Background: an optimization exercise with open tools, aiming at small area, a short achievable clock period and few clock cycles. Do not read the settings as production practice.
RTL that was checked went through simulation tests only; none was proved equivalent to the original.

// sha256_v2
module sha256_v2(
    input wire i_clk,
    input wire i_rst,
    input wire i_write,
    input wire [7:0] i_N,
    input wire [8:0] i_bit_miss,
    input wire i_read,
    input wire [31:0] i_data,
    output reg [31:0] o_data,
    output reg o_done
);
Size: about 86 I/O pins.
Settings: LEC_CHECK=0, CAP_MARGIN=20, CORE_MARGIN=2, CORE_UTILIZATION=40, CTS_CLUSTER_DIAMETER=100, CTS_CLUSTER_SIZE=20, SLEW_MARGIN=20; clock period 20.0 ns.
standard.sh (not shown) runs the stock make flow with config.mk's settings and CLKGATE_MAP_FILE= SYNTH_SCRIPT=/design/flow/synth_recipe.tcl, a recipe that flattens the netlist after the stock synthesis.
==> flow/flow/run.sh <==
#!/bin/bash
# Layout flow: the standard synthesis, then the standard layout with
# the timing repair told to keep a setup margin, so that it closes the design
# at a shorter period than the 20 ns constraint. Each step's full output goes
# to a log file of its own here.
set -euo pipefail
MARGIN=15.2
bash standard.sh synth > synth.log 2>&1
bash standard.sh SETUP_SLACK_MARGIN=$MARGIN finish > layout.log 2>&1
The baseline completed with no timing, DRC or antenna violations.
Rerun with:
--- a/flow/flow/run.sh
+++ b/flow/flow/run.sh
@@ -6,3 +6,3 @@
 set -euo pipefail
-MARGIN=15.2
+MARGIN=14.9
 bash standard.sh synth > synth.log 2>&1
CORE_UTILIZATION = 68   (was 40)
Design area came out lower by 4.7%.
Flip-flop and latch count stays the same.
Critical path depth grows by 23.
Global-route usage went up by 16 points.
Maximum frequency goes up by about 0.8%.
Register-to-register slack gets worse by 20 ps.
Area after synthesis does not change.
First-iteration DRC count rises by about 38%.
Routed wire length drops by 3.7%.
Rerun with:
CORE_UTILIZATION = 55   (was 68)
What happened: Die area grows by about 23%; worst hold slack is about the same; setup slack degrades by 9.0 ps; via count shrinks by about 3.5%; utilization shrinks by 13 points; routed wire length grows by 3.0%; cell count grows by about 5%; global-route usage shrinks by 6.8 points; flip-flop and latch count does not change.
Rerun with:
--- a/flow/flow/run.sh
+++ b/flow/flow/run.sh
@@ -6,3 +6,3 @@
 set -euo pipefail
-MARGIN=14.9
+MARGIN=15.0
 bash standard.sh synth > synth.log 2>&1
CORE_UTILIZATION = 40   (was 55)
Design area is higher slightly.
Clock-buffer cell count is lower by 3.
No functional check of the RTL was part of any run of this note.

========
sha256_v2, a different RTL version from the one above (not shown whole).
Size: ~6100 cells after synthesis, ~1200 flip-flops, roughly 86 I/O pins, roughly 65000 um2 of cells after synthesis.
export LEC_CHECK = 0
export CAP_MARGIN = 20
export CORE_MARGIN = 2
export CORE_UTILIZATION = 40
export SLEW_MARGIN = 20
create_clock -name core_clock -period 20.0 [get_ports {i_clk}]
==> flow/flow/run.sh <==
#!/bin/bash
# Layout flow: the standard synthesis, then the standard layout with
# the timing repair told to keep a setup margin, so that it closes the design
# at a shorter period than the 20 ns constraint. Each step's full output goes
# to a log file of its own here.
set -euo pipefail
MARGIN=14.8
bash standard.sh synth > synth.log 2>&1
bash standard.sh SETUP_SLACK_MARGIN=$MARGIN finish > layout.log 2>&1
Testbench counts at the start, summed over its fixed seeds: cycles 12,948.
Change:
- CTS_CLUSTER_SIZE: not set -> 30
The new run went through all stages and came out clean.
Non-clock buffer count is unchanged.
Final area stays the same.

========
== red ==
sha256_v2, a different RTL version from the one above (not shown whole).
Size: ~6,400 cells after synthesis, roughly 1,200 flip-flops, about 86 I/O pins, about 62,000 um2 of cells after synthesis.
clock: 20.0 ns
lec_check: 0
abc_area: 1
cap_margin: 20
core_margin: 2
core_utilization: 60
cts_cluster_diameter: 100
cts_cluster_size: 20
slew_margin: 20
==> flow/flow/run.sh <==
#!/bin/bash
# Layout flow: the standard synthesis, then the standard layout with
# the timing repair told to keep a setup margin, so that it closes the design
# at a shorter period than the 20 ns constraint, and with the ports buffered
# by plain buffers (which the repair may then resize); the flip-flops that
# drive output ports are placed next to the ports' buffers. Each step's full
# output goes to a log file of its own here. The repair after global routing
# keeps a larger margin, for what detailed routing adds.
set -euo pipefail
MARGIN=14.9
GRT_MARGIN=15.1
bash standard.sh synth > synth.log 2>&1
ARGS=("BUFFER_PORTS_ARGS=-buffer_cell sky130_fd_sc_hd__buf_2" "POST_GLOBAL_PLACE_TCL=$PWD/flow/place_io_flops.tcl" "CTS_ARGS=-sink_clustering_enable -repair_clock_nets -sink_clustering_size 20 -sink_clustering_max_diameter 100 -dont_use_dummy_load")
bash standard.sh SETUP_SLACK_MARGIN=$MARGIN "${ARGS[@]}" cts > layout.log 2>&1
bash standard.sh SETUP_SLACK_MARGIN=$GRT_MARGIN "${ARGS[@]}" finish > layout2.log 2>&1
==> flow/flow/place_io_flops.tcl <==
# After global placement: put each flip-flop that drives an output port's
# buffer next to that buffer, so the flop-to-port path has a short wire.
# Detailed placement legalizes the moved cells afterwards.
set block [ord::get_db_block]
set moved 0
foreach bterm [$block getBTerms] {
  if {[$bterm getIoType] ne "OUTPUT"} { continue }
  set net [$bterm getNet]
  if {$net eq "NULL"} { continue }
  set buf ""
  foreach it [$net getITerms] {
    if {[$it isOutputSignal]} { set buf [$it getInst] }
  }
  if {$buf eq ""} { continue }
  set ff ""
  foreach it [$buf getITerms] {
    if {![$it isInputSignal]} { continue }
    set n2 [$it getNet]
    if {$n2 eq "NULL"} { continue }
    foreach jt [$n2 getITerms] {
      if {[$jt isOutputSignal] && [[[$jt getInst] getMaster] isSequential]} { set ff [$jt getInst] }
    }
  }
  if {$ff eq ""} { continue }
  set loc [$buf getLocation]
  $ff setLocation [lindex $loc 0] [lindex $loc 1]
  incr moved
}
puts "place_io_flops: moved $moved flip-flops next to their output buffers"
Testbench counts of red, summed over its fixed seeds: cycles 12,948.
Setup changes, red to blue
# red
export LEC_CHECK = 0
export ABC_AREA = 1
export CAP_MARGIN = 20
export CORE_MARGIN = 2
export CORE_UTILIZATION = 60
export CTS_CLUSTER_DIAMETER = 100
export CTS_CLUSTER_SIZE = 20
export SLEW_MARGIN = 20
create_clock -name core_clock -period 20.0 [get_ports {i_clk}]
# blue
export LEC_CHECK = 0
export CAP_MARGIN = 20
export CORE_MARGIN = 2
export CORE_UTILIZATION = 55
export CTS_CLUSTER_DIAMETER = 100
export CTS_CLUSTER_SIZE = 20
export SLEW_MARGIN = 20
create_clock -name core_clock -period 20.0 [get_ports {i_clk}]
==> flow/flow/run.sh <==
#!/bin/bash
# Layout flow: the standard synthesis, then the standard layout with
# the timing repair told to keep a setup margin, so that it closes the design
# at a shorter period than the 20 ns constraint, and with the ports buffered
# by plain buffers (which the repair may then resize). Each step's full
# output goes to a log file of its own here.
set -euo pipefail
MARGIN=14.9
bash standard.sh synth > synth.log 2>&1
bash standard.sh SETUP_SLACK_MARGIN=$MARGIN "BUFFER_PORTS_ARGS=-buffer_cell sky130_fd_sc_hd__buf_2" finish > layout.log 2>&1
removed: flow/flow/place_io_flops.tcl
--- outcome ---
Re routed length on met3: blue and red aren't equal, and the lower value belongs to blue. Compared with red, in blue antenna diode count has increased; design area has increased; share of final-layout standard cells stronger than drive strength 1 has increased; number of inserted filler cells in the final layout has increased. Relative to red, count of non-CTS inverters in the layout has decreased by about 60% in blue. Compared to red, the routing of blue uses less wire. red fits on a die that is smaller than the die of blue. Measured against each other, blue and red differ in parity-gate share of the synthesized area counting xor and xnor cells, the lower figure coming from red. Cmp blue and red / cell area after synthesis / lower: blue.
The following lists how green was set up differently from blue:
# blue
export LEC_CHECK = 0
export CAP_MARGIN = 20
export CORE_MARGIN = 2
export CORE_UTILIZATION = 55
export CTS_CLUSTER_DIAMETER = 100
export CTS_CLUSTER_SIZE = 20
export SLEW_MARGIN = 20
create_clock -name core_clock -period 20.0 [get_ports {i_clk}]
# green
export LEC_CHECK = 0
export ABC_AREA = 1
export CAP_MARGIN = 20
export CORE_MARGIN = 2
export CORE_UTILIZATION = 60
export CTS_CLUSTER_DIAMETER = 100
export CTS_CLUSTER_SIZE = 20
export SLEW_MARGIN = 20
create_clock -name core_clock -period 20.0 [get_ports {i_clk}]
--- a/flow/flow/run.sh
+++ b/flow/flow/run.sh
@@ -9,2 +9,2 @@
 bash standard.sh synth > synth.log 2>&1
-bash standard.sh SETUP_SLACK_MARGIN=$MARGIN "BUFFER_PORTS_ARGS=-buffer_cell sky130_fd_sc_hd__buf_2" finish > layout.log 2>&1
+bash standard.sh SETUP_SLACK_MARGIN=$MARGIN MATCH_CELL_FOOTPRINT=0 "BUFFER_PORTS_ARGS=-buffer_cell sky130_fd_sc_hd__buf_2" "CTS_ARGS=-sink_clustering_enable -repair_clock_nets -sink_clustering_size 20 -sink_clustering_max_diameter 100 -dont_use_dummy_load" finish > layout.log 2>&1
--- outcome ---
Summary: max-slew headroom at the worst pin, green better than blue. Summary — standard-cell row count, green relative to blue: lower, by 5. When green is set beside blue, its final hold slack turns out to be 5.2 ps smaller. Between blue and green, sum of routed wire segments on met1 is lower for green, blue comes in above that. Compared with blue, green shows a lower final cycle utilization of the critical path. Of blue and green, the run reporting the lower setup slack was blue. Re sequential cell count: no difference whatsoever between green and blue. Count of clock-net buffers in the final layout (green over blue): decrease, 46. In the reports for blue and green, the larger netlist area before placement belongs to green.
#### Input delta (orange over green)
==> flow/flow/run.sh <==
#!/bin/bash
# Layout flow: the standard synthesis, then the standard layout with
# the timing repair told to keep a setup margin, so that it closes the design
# at a shorter period than the 20 ns constraint, and with the ports buffered
# by plain buffers (which the repair may then resize); the flip-flops that
# drive output ports are placed next to the ports' buffers. Each step's full
# output goes to a log file of its own here. The repair after global routing
# keeps a larger margin, for what detailed routing adds.
set -euo pipefail
MARGIN=14.9
GRT_MARGIN=15.1
bash standard.sh synth > synth.log 2>&1
ARGS=("MATCH_CELL_FOOTPRINT=0" "BUFFER_PORTS_ARGS=-buffer_cell sky130_fd_sc_hd__buf_2" "POST_GLOBAL_PLACE_TCL=$PWD/flow/place_io_flops.tcl" "CTS_ARGS=-sink_clustering_enable -repair_clock_nets -sink_clustering_size 20 -sink_clustering_max_diameter 100 -dont_use_dummy_load")
bash standard.sh SETUP_SLACK_MARGIN=$MARGIN "${ARGS[@]}" cts > layout.log 2>&1
bash standard.sh SETUP_SLACK_MARGIN=$GRT_MARGIN "${ARGS[@]}" finish > layout2.log 2>&1
==> flow/flow/place_io_flops.tcl (new file) <==
# After global placement: put each flip-flop that drives an output port's
# buffer next to that buffer, so the flop-to-port path has a short wire.
# Detailed placement legalizes the moved cells afterwards.
set block [ord::get_db_block]
set moved 0
foreach bterm [$block getBTerms] {
  if {[$bterm getIoType] ne "OUTPUT"} { continue }
  set net [$bterm getNet]
  if {$net eq "NULL"} { continue }
  set buf ""
  foreach it [$net getITerms] {
    if {[$it isOutputSignal]} { set buf [$it getInst] }
  }
  if {$buf eq ""} { continue }
  set ff ""
  foreach it [$buf getITerms] {
    if {![$it isInputSignal]} { continue }
    set n2 [$it getNet]
    if {$n2 eq "NULL"} { continue }
    foreach jt [$n2 getITerms] {
      if {[$jt isOutputSignal] && [[[$jt getInst] getMaster] isSequential]} { set ff [$jt getInst] }
    }
  }
  if {$ff eq ""} { continue }
  set loc [$buf getLocation]
  $ff setLocation [lindex $loc 0] [lindex $loc 1]
  incr moved
}
puts "place_io_flops: moved $moved flip-flops next to their output buffers"
Results
From green to orange the numbers moved as follows: final-layout worst hold slack shows no meaningful change; synthesis-to-layout area growth shows an increase of 0.81 points; proportion of cell area occupied by registers shows a reduction of 0.31 points. Register cell area after layout of orange is on par with green. Post-DP HPWL: green vs orange, no meaningful difference. Re buffering overhead: orange and green aren't equal, and the higher value belongs to orange. NOTE routed length on met3 green->orange increased slightly.
Input-level comparison between purple and orange:
==> flow/flow/run.sh <==
#!/bin/bash
# Layout flow: the standard synthesis, then the standard layout with
# the timing repair told to keep a setup margin, so that it closes the design
# at a shorter period than the 20 ns constraint, and with the ports buffered
# by plain buffers (which the repair may then resize). Each step's full
# output goes to a log file of its own here.
set -euo pipefail
MARGIN=14.9
bash standard.sh synth > synth.log 2>&1
bash standard.sh SETUP_SLACK_MARGIN=$MARGIN MATCH_CELL_FOOTPRINT=0 TNS_END_PERCENT=50 "BUFFER_PORTS_ARGS=-buffer_cell sky130_fd_sc_hd__buf_2" "CTS_ARGS=-sink_clustering_enable -repair_clock_nets -sink_clustering_size 20 -sink_clustering_max_diameter 100 -dont_use_dummy_load" finish > layout.log 2>&1
removed: flow/flow/place_io_flops.tcl
[summary]
- On area of combinational cells with multiple inputs, the higher figure sits with orange, not purple.
- From purple to orange, die area did not move at all.
- Changes observed in purple relative to orange: via count of the first global-routing pass roughly the same, final period utilization roughly the same.
- In purple, depth of the worst register-to-register path is higher than in orange.
- Compared with orange, purple degrades setup slack.
- Compared with orange, purple shows a higher sequential share of layout area.

afterwards: timing with drivers on the ports:
No port has a modelled driver above. Below, the same layouts with a new extraction and two added sets of constraints.
Step 1 assumes that a clkbuf_16 drives the clock port and a buf_2 every other input.
Step 2 adds t to the input delays and takes it off the output delays; t is the mean of the earliest and latest rising clock arrival at the registers after step 1. Input paths then give back, and output paths get back, about the clock's delay inside the block.
a / b / c = no drivers / after step 1 / after step 2; a / b = the first two.
run	t, ns	setup WS [ns]	worst hold slack (ns)	latest minus earliest clock arrival (ns)	worst data-port slew with drivers (ns)
the first run of note 1	0.780	14.773 / 14.695 / 14.358	0.396 / 0.396 / 0.396	0.056 / 0.056	0.14
the second run of note 1	0.752	14.814 / 14.741 / 14.230	0.414 / 0.414 / 0.414	0.028 / 0.028	0.05
the third run of note 1	0.742	14.805 / 14.734 / 14.227	0.413 / 0.413 / 0.413	0.063 / 0.063	0.05
the fourth run of note 1	0.797	14.759 / 14.678 / 14.287	0.397 / 0.397 / 0.397	0.058 / 0.058	0.06
the first run of note 2	0.883	14.665 / 14.577 / 14.003	0.406 / 0.406 / 0.406	0.038 / 0.038	0.05
the second run of note 2	0.883	14.665 / 14.577 / 14.003	0.406 / 0.406 / 0.406	0.038 / 0.038	0.05
red	0.732	14.867 / 14.785 / 14.488	0.401 / 0.401 / 0.401	0.078 / 0.078	0.09
blue	0.758	14.798 / 14.716 / 14.118	0.406 / 0.406 / 0.406	0.060 / 0.059	0.13
green	0.732	14.850 / 14.772 / 14.342	0.401 / 0.401 / 0.401	0.073 / 0.073	0.08
orange	0.732	14.869 / 14.788 / 14.481	0.401 / 0.401 / 0.401	0.069 / 0.069	0.09
purple	0.731	14.864 / 14.783 / 14.245	0.399 / 0.399 / 0.399	0.073 / 0.074	0.05
After both steps setup and hold are still met in every run listed. The setup slack of blue, which loses most, moves by -0.082 ns with the drivers and by -0.680 ns with both steps.
